From an optimization exercise on the open Yosys and OpenROAD flow, aimed at small area and a short achievable clock period; shortcuts taken in it are not production practice. The RTL was checked by simulation tests, not by an equivalence proof against the original design. Power and IR drop assume default switching activity.

`flow/config.mk`:
```
export PLATFORM = sky130hd
export DESIGN_NAME = riscv_top
export DESIGN_NICKNAME = riscv_top
export VERILOG_FILES = /design/flow/design.v
export SDC_FILE = /design/flow/constraint.sdc
export NUM_CORES = 4
export LEC_CHECK = 0
export CAP_MARGIN = 20
export CORE_MARGIN = 2
export CORE_UTILIZATION = 55
export SETUP_SLACK_MARGIN = 5.0
export SLEW_MARGIN = 20
export TNS_END_PERCENT = 30
```
`flow/constraint.sdc`:
```
create_clock -name core_clock -period 8.0 [get_ports {clk}]
set_input_delay 1.6000 -clock core_clock [delete_from_list [all_inputs] [get_ports {clk}]]
set_output_delay 1.6000 -clock core_clock [all_outputs]
set_load 0.01 [all_outputs]
```
`flow/design.v`:
```
module riscv_top(clk, rst, imem_addr, imem_rdata, dmem_addr, dmem_wdata, dmem_we, dmem_re, dmem_rdata, wb_en, wb_addr, wb_data);
	input clk, rst;
	output [31:0] imem_addr;
	input [31:0] imem_rdata;
	output [31:0] dmem_addr, dmem_wdata;
	output dmem_we, dmem_re;
	input [31:0] dmem_rdata;
	output wb_en;
	output [4:0] wb_addr;
	output [31:0] wb_data;
	reg [31:1] PC;                  
	reg        vD;                  
	reg [31:0] IR;
	reg [31:1] S1D, S2D;            
	reg        SAM, SAW, SAB;       
	reg        SBI, SBM, SBW, SBR, SBB;  
	reg        SST;                 
	reg        SJ;                  
	reg [31:1] PCD;
	reg        RegWriteE, MemReadE, MemWriteE, BeqE, BneE, JalE, Ldx0E;
	reg        AddE, SubE, OrE;
	reg [4:0]  RdE;
	reg [31:0] AE, BE, XE;          
	reg        RegWriteM, MemReadM, MemWriteM, TakenM;
	reg [4:0]  RdM;
	reg [31:0] ResM, XM;
	reg        RegWriteW;
	reg [4:0]  RdW;
	reg [31:0] ResW;
	reg [32*32-1:0] rf;             
	wire kill = TakenM & Ldx0E;     
	wire [31:1] PCPlus4 = PC + 31'd2;
	always @(posedge clk or negedge rst) begin
		if (!rst) begin
			PC <= 31'd0;
			vD <= 1'b0;
		end else begin
			if (!kill) PC <= TakenM ? XM[31:1] : PCPlus4;
			vD <= !TakenM;
		end
	end
	wire [4:0] rs1F = imem_rdata[19:15];
	wire [4:0] rs2F = imem_rdata[24:20];
	wire [6:0] opF = imem_rdata[6:0];
	wire ALUSrcF = (opF == 7'b0000011) | (opF == 7'b0010011);
	wire isStoreF = (opF == 7'b0100011);
	wire RegWriteDraw = (IR[6:0] == 7'b0110011) | (IR[6:0] == 7'b0010011) | (IR[6:0] == 7'b0000011);
	wire vDeF = vD & !TakenM;
	wire nA = (rs1F != 5'd0);
	wire nB = (rs2F != 5'd0);
	wire fAMn = nA & vDeF & RegWriteDraw & (IR[11:7] == rs1F);
	wire fAWn = nA & RegWriteE & (RdE == rs1F);
	wire fABn = nA & RegWriteM & (RdM == rs1F);
	wire fBMn = nB & vDeF & RegWriteDraw & (IR[11:7] == rs2F);
	wire fBWn = nB & RegWriteE & (RdE == rs2F);
	wire fBBn = nB & RegWriteM & (RdM == rs2F);
	integer j;
	always @(posedge clk) begin
		IR <= imem_rdata;
		PCD <= PC;
		for (j = 1; j < 32; j = j + 1) begin
			S1D[j] <= (rs1F == j) & !fAMn & !fAWn & !fABn;
			S2D[j] <= (rs2F == j) & !fBBn;
		end
		SAM <= fAMn;
		SAW <= !fAMn & fAWn;
		SAB <= !fAMn & !fAWn & fABn;
		SBI <= ALUSrcF;
		SBM <= !ALUSrcF & fBMn;
		SBW <= !ALUSrcF & !fBMn & fBWn;
		SBR <= !ALUSrcF & !fBMn & !fBWn;
		SBB <= fBBn;
		SST <= isStoreF;
		SJ <= (opF == 7'b1101111);
	end
	assign imem_addr = {PC, 1'b0};
	wire [6:0] op = IR[6:0];
	wire [2:0] f3 = IR[14:12];
	wire [6:0] f7 = IR[31:25];
	wire [4:0] rd = IR[11:7];
	wire isLoad  = (op == 7'b0000011);
	wire isOpImm = (op == 7'b0010011);
	wire isOp    = (op == 7'b0110011);
	wire isStore = (op == 7'b0100011);
	wire isBr    = (op == 7'b1100011);
	wire vDe = vD & !TakenM;
	wire f3_000 = (f3 == 3'b000);
	wire f3_111 = (f3 == 3'b111);
	wire f3_110 = (f3 == 3'b110);
	wire f7z = (f7 == 7'b0000000);
	wire f7o = (f7 == 7'b1111111);
	wire f7s = (f7 == 7'b0100000);
	wire kA = (f7z & f3_000) | (f7o & f3_111);
	wire addD = (!isOp & !isBr & kA) | (isOp & f7z & f3_000);
	wire subD = (isBr & kA) | (isOp & f7s & f3_000);
	wire orD  = !isBr & f7z & f3_110;
	wire [31:0] immI = {{20{IR[31]}}, IR[31:20]};
	wire [31:1] immB = {{20{IR[31]}}, IR[7], IR[30:25], IR[11:8]};
	wire [31:1] immJ = {{12{IR[31]}}, IR[19:12], IR[20], IR[30:21]};
	wire [31:1] targetD = PCD + (SJ ? immJ : immB);
	reg [31:0] rA, rB;
	integer k;
	always @(*) begin
		rA = 32'd0;
		rB = 32'd0;
		for (k = 1; k < 32; k = k + 1) begin
			rA = rA | ({32{S1D[k]}} & rf[32*k +: 32]);
			rB = rB | ({32{S2D[k]}} & rf[32*k +: 32]);
		end
	end
	wire [31:0] ALUout;
	wire [31:0] ResWn = MemReadM ? dmem_rdata : ResM;
	wire [31:0] A_early = rA | ({32{SAW}} & ResWn) | ({32{SAB}} & ResW);
	wire [31:0] SDv     = rB | ({32{SBB}} & ResW);
	wire [31:0] B_early = ({32{SBI}} & immI) | ({32{SBW}} & ResWn) | ({32{SBR}} & SDv);
	always @(posedge clk or negedge rst) begin
		if (!rst) begin
			RegWriteE <= 1'b0;
			MemReadE <= 1'b0;
			MemWriteE <= 1'b0;
			BeqE <= 1'b0;
			BneE <= 1'b0;
			JalE <= 1'b0;
			Ldx0E <= 1'b0;
		end else begin
			RegWriteE <= vDe & (isOp | isOpImm | isLoad);
			MemReadE <= vDe & isLoad;
			MemWriteE <= vDe & isStore;
			BeqE <= vDe & isBr & (f3 == 3'b000);
			BneE <= vDe & isBr & (f3 == 3'b001);
			JalE <= vDe & SJ;
			Ldx0E <= vDe & isLoad & (rd == 5'd0);
		end
	end
	always @(posedge clk) begin
		AddE <= addD;
		SubE <= subD;
		OrE <= orD;
		RdE <= rd;
		AE <= ({32{SAM}} & ALUout) | A_early;
		BE <= (({32{SBM}} & ALUout) | B_early) ^ {32{subD}};    
		XE <= SST ? SDv : {targetD, 1'b0};
	end
	wire [31:0] sum = AE + BE + {31'd0, SubE};
	assign ALUout = (AddE | SubE) ? sum : OrE ? (AE | BE) : (AE & BE);
	wire zero = SubE ? ((AE ^ BE) == 32'hffffffff) : ((AE & BE) == 32'd0);
	always @(posedge clk or negedge rst) begin
		if (!rst) begin
			RegWriteM <= 1'b0;
			MemReadM <= 1'b0;
			MemWriteM <= 1'b0;
			TakenM <= 1'b0;
		end else begin
			RegWriteM <= !kill & RegWriteE;
			MemReadM <= !kill & MemReadE;
			MemWriteM <= !kill & MemWriteE;
			TakenM <= !kill & ((BeqE & zero) | (BneE & !zero) | JalE);
		end
	end
	always @(posedge clk) begin
		ResM <= ALUout;
		XM <= XE;
		RdM <= RdE;
	end
	assign dmem_addr = ResM;
	assign dmem_wdata = XM;
	assign dmem_we = MemWriteM;
	assign dmem_re = MemReadM;
	always @(posedge clk or negedge rst) begin
		if (!rst) RegWriteW <= 1'b0;
		else RegWriteW <= RegWriteM;
	end
	always @(posedge clk) begin
		ResW <= ResWn;
		RdW <= RdM;
	end
	genvar gi;
	generate
		for (gi = 1; gi < 32; gi = gi + 1) begin : g_rf
			always @(posedge clk)
				if (RegWriteW && RdW == gi) rf[32*gi +: 32] <= ResW;
		end
	endgenerate
	assign wb_en = RegWriteW;
	assign wb_addr = RdW;
	assign wb_data = ResW;
endmodule
```
`flow/flow/run.sh`:
```
#!/bin/bash
set -euo pipefail
export BUFFER_PORTS_ARGS="-buffer_cell sky130_fd_sc_hd__buf_4"
bash standard.sh finish > standard_flow.log 2>&1
```
`flow/standard.sh`:
```
#!/bin/bash
# synth_recipe.tcl (not shown) runs the flow's synth.tcl, then flattens the netlist and writes it again
# the make line also repeats each setting of config.mk as NAME=value (left out here)
make -C /OpenROAD-flow-scripts/flow DESIGN_CONFIG=/design/flow/config.mk WORK_HOME=/design/flow/orfs CLKGATE_MAP_FILE= SYNTH_SCRIPT=/design/flow/synth_recipe.tcl "${@:-finish}"
```
==> run notes <==
## cell usage in the layout (no fill, tap or decap), types with 43 or more instances in the layout
master	Yosys	final
sky130_fd_sc_hd__clkbuf_16	0	146
sky130_fd_sc_hd__a22oi_1	780	780
sky130_fd_sc_hd__inv_1	92	90
sky130_fd_sc_hd__nand2_1	194	190
sky130_fd_sc_hd__dfxtp_2	0	68
sky130_fd_sc_hd__a221oi_1	144	138
sky130_fd_sc_hd__nor2_1	210	174
sky130_fd_sc_hd__dfxtp_1	345	252
sky130_fd_sc_hd__a22o_1	124	124
sky130_fd_sc_hd__xnor2_1	50	46
sky130_fd_sc_hd__o21ai_0	112	103
sky130_fd_sc_hd__xor2_1	59	58
sky130_fd_sc_hd__nand3_1	143	143
sky130_fd_sc_hd__a21oi_1	126	120
sky130_fd_sc_hd__dfrtp_1	44	43
sky130_fd_sc_hd__buf_4	2	349
sky130_fd_sc_hd__nand4_1	167	167
sky130_fd_sc_hd__ha_1	95	78
sky130_fd_sc_hd__edfxtp_1	992	992
## area by class of cell
cell class / count / area [um^2] / share of cell area
sequential: 1381 / 38000 / 0.555
multi-input combinational: 2662 / 19300 / 0.282
timing repair buffer: 433 / 4270 / 0.0624
clock buffer: 177 / 3830 / 0.0560
tap: 1380 / 1730 / 0.0253
clock inverter: 84 / 922 / 0.0135
inverter: 93 / 349 / 0.00510
antenna: 13 / 32.5 / 0.000476
## metrics by stage
step / util / power, mW / area [um^2] / setup WS (ps)
5_1_grt: 0.660 / 18.6 / 68400 / 4790
2_1_floorplan: - / 9.82 / 57700 / 4710
4_1_cts: 0.653 / 17.9 / 67700 / 4870
3_5_place_dp: 0.591 / 10.9 / 61300 / 4410
3_3_place_gp: 0.591 / 10.9 / 61300 / 3910
6_report: 0.660 / 18.2 / 68400 / 4660
## cells by family (layout without fill, tap and decap cells)
kind of cell | Yosys count | count (layout) | synth area share
xor gates and xnor gates | 109 | 109 | 0.0166
AOI/OAI and AO/OA | 1485 | 1485 | 0.191
muxes | 46 | 46 | 0.00882
buffers and inverters | 370 | 787 | 0.0244
other | 1 | 14 | 0.0000651
adders and majority gates | 98 | 98 | 0.0217
DFF | 1381 | 1381 | 0.656
and+or+nand+nor | 923 | 923 | 0.0810
## per-layer routing
| layer | wire, um | GRT usage |
|---|---|---|
| met5 | 296 | 0 |
| met4 | 24300 | 0.326 |
| met1 | 89600 | 0.613 |
| met3 | 52300 | 0.272 |
| met2 | 111000 | 0.694 |
## registers in the layout, indices dropped and copies added (netlist names), 5 cells and up
| signal | flops |
|---|---|
| RdE | 5 |
| rf | 992 |
| RdW | 5 |
| IR | 32 |
| RdM | 5 |
| BE | 32 |
| PCD | 31 |
| XM | 32 |
| S2D | 31 |
| ResM | 32 |
| PC | 31 |
| S1D | 31 |
| AE | 32 |
| ResW | 32 |
| XE | 32 |
## repair_timing
action                                  in CTS  in global routing
gates resized for setup                    214                100
pin swaps                                   25                 41
buffers inserted                            34                 30
cloned                                      19                  0
endpoints found under the setup margin     123                148
## worst paths after layout
check,endpoint,slack (ps),cells after the start
max,AE[19],4660,8
min,XM[5],320,0
max reg2reg,AE[19],4660,8
min reg2reg,XM[5],320,0
max in group asynchronous,MemReadM,6710,1
min in group asynchronous,PC[4],840,1
## power groups by stage
stage / Clock, mW / Sequential, mW / Combinational, mW
4_1_cts: 6.82 / 8.48 / 2.62
2_1_floorplan: 0 / 8.66 / 1.17
3_5_place_dp: 0 / 8.61 / 2.33
5_1_grt: 7.11 / 8.52 / 3.00
3_3_place_gp: 0 / 8.61 / 2.32
6_report: 6.88 / 8.50 / 2.87
## worst max-delay path, stage by stage, from the launching register on
cell,delay (ps)
sky130_fd_sc_hd__dfxtp_2,430
sky130_fd_sc_hd__buf_4,340
sky130_fd_sc_hd__buf_4,340
sky130_fd_sc_hd__a22oi_1,260
sky130_fd_sc_hd__nand4_1,130
sky130_fd_sc_hd__nor2_1,140
sky130_fd_sc_hd__nand4_1,530
sky130_fd_sc_hd__a2111oi_1,800
sky130_fd_sc_hd__o21ai_0,210
==> metrics list <==
- The run finished with no timing, DRC or antenna violations.
- Synthesized cell area: 0.0576 mm^2
- Cell total after placement: 5866
- Normalized max-slew margin: 0.226
- Number of vias in the routed layout: 49700
* Gate count after technology mapping: 4413
- After detailed routing, the number of remaining DRC violations is 0.
- Setup repair after global routing could not meet its margin everywhere.
* Async set-reset flop share out of synthesis: 0.0319
* Largest net degree at the start of global routing: 65
- H-Tree Level Count: 4
- Crit Path Class: reg2reg
- Sw Share: 0.272
- Of the total power, the clock network draws 0.377.
- The tree is rooted in a sky130_fd_sc_hd__clkbuf_16.
- In the routed layout, each cell is associated on average with a via count of 7.98.
* Global route overflow: 0
- Die area: 0.107 mm^2
- For this design the static power due to leakage is 24.0 nW.
- 202 I/O pins were placed.
* Largest cells by area after synthesis: sky130_fd_sc_hd__edfxtp_1 (52%), sky130_fd_sc_hd__dfxtp_1 (12%), sky130_fd_sc_hd__a22oi_1 (10%)
- Buffer levels on the longest clock path: 3
- The clock reaches the later pin of the worst-skew pair after 800 ps.
* Detailed-route wire length per cell: 44.6 um
- Number of distinct library cells after synthesis: 80
- The number of global-route vias before repair was 45500.
- Buffers inserted to repair hold after CTS numbered 0.
- EDFF count, synth: 992
- The tool flagged a number of max-cap violations equal to 0.
- In the post-synthesis netlist, the cell with the most instances is sky130_fd_sc_hd__edfxtp_1.
- Internal power comes to 13.3 mW.
* Overall routing resource usage: 0.504
* Top cell type by total area after synthesis: sky130_fd_sc_hd__edfxtp_1
* Startpoint Class: flop
- Worst min-delay path startpoint: XE[5]
- For this configuration, the core starts out at a cell density of 0.556.
- At the end of routability-driven placement, the weighted congestion stood at 0.963.
* Die boundary width: 328 um
- Layout-stage area growth over the synthesis result: 18.8%
* Layout cell share with drive strength beyond 1: 0.191
* Number of max-slew violations in the final report: 0
* Share of total power in sequential cells: 0.466
* Total CTS buffers: 143
- After the first detailed-routing iteration, the DRC count stood at 11500.
- The floorplan has 118 rows.
- Final min period: 3340 ps
- Clock-pin slew was measured on the worst setup and hold paths at 60 ps.
- Hold slack: 320 ps
* Synthesized net count: 4577
* # fillers: 7780
- Dividing the final minimum period by the clock period gives 0.418.
- CTS tree: built
- Maximum operating frequency: 0.299 GHz
- PwrDens: 267 mW/mm^2
- Critical Path Source: S1D[9]
* DPL Wire Length: 152000 um
- CTS sink count: 1381
- Max Clock Skew: 37.4 ps
- For this run, the number of Yosys warnings is 1.
- The count of buffers added on input and output ports is 200.
* Number of antenna violations at the first check in global routing: 18
- Final net count: 4878
* Synthesized area divided by synthesized cell count: 13.0 um^2
* Post-DRT Antenna Nets: 0
- Core footprint: 0.104 mm^2
* Number of endpoints with negative hold slack in the final report: 0
- Required time reported for the critical path endpoint: 8630 ps
* Largest fanout on the critical path: 15
- Kind of path behind the tightest hold check: reg2reg
- Worst slew pin tran: 1160 ps
- Summed over all nets, the switching power comes to 4.96 mW.
* Area share of the largest cell type after synthesis: 0.517
- Kind of capture point of the worst setup path: flop
- Overall die height: 328 um
- Setup violations remaining at the end of the flow were counted as 0.
- Cell types with the highest counts after synthesis: sky130_fd_sc_hd__edfxtp_1 (992), sky130_fd_sc_hd__a22oi_1 (780), sky130_fd_sc_hd__dfxtp_1 (345)
- Wires add up to 277000 um.
* Share of the yosys chip area belonging to registers: 0.656
- Number of search-and-repair iterations in the first detailed-routing pass: 14
* Largest voltage drop on the vdd net: 0.249 mV
* Post-Layout Cell Count: 6223
- For this run, the leading register cell type out of synthesis is sky130_fd_sc_hd__edfxtp_1.
- For the worst setup path, the data arrival time is 3970 ps.
- The startpoint identified for the worst register-to-register timing path is S1D[9].
* Register bit count reported by yosys: 1381
- In the final timing run, aggregate negative setup slack is 0 ps.
* Wire length of the first global-routing pass: 369000 um
- Combinational share of power: 0.157

afterwards: timing with drivers on the ports:
No port has a modelled driver above. Below, the same layout with a new extraction and two added sets of constraints. Step 1 (the two cells are an assumption about what drives the block):
set clk [get_ports {clk}]
set_driving_cell -lib_cell sky130_fd_sc_hd__clkbuf_16 $clk
set_driving_cell -lib_cell sky130_fd_sc_hd__buf_2 [delete_from_list [all_inputs] $clk]
Step 2 also shifts input and output timing later by t, the mid clock arrival at the registers, as if the neighbouring blocks saw the same clock. a / b / c = ideal ports / drivers / drivers and shift; a / b = the first two.
shift t [ns]: 0.858
setup slack, ns: 4.659 / 4.659 / 4.415
worst setup path at the end: input to register
After both steps setup and hold are still met in this run. The setup slack of this run moves by 0.000 ns with the drivers and by -0.244 ns with both steps.
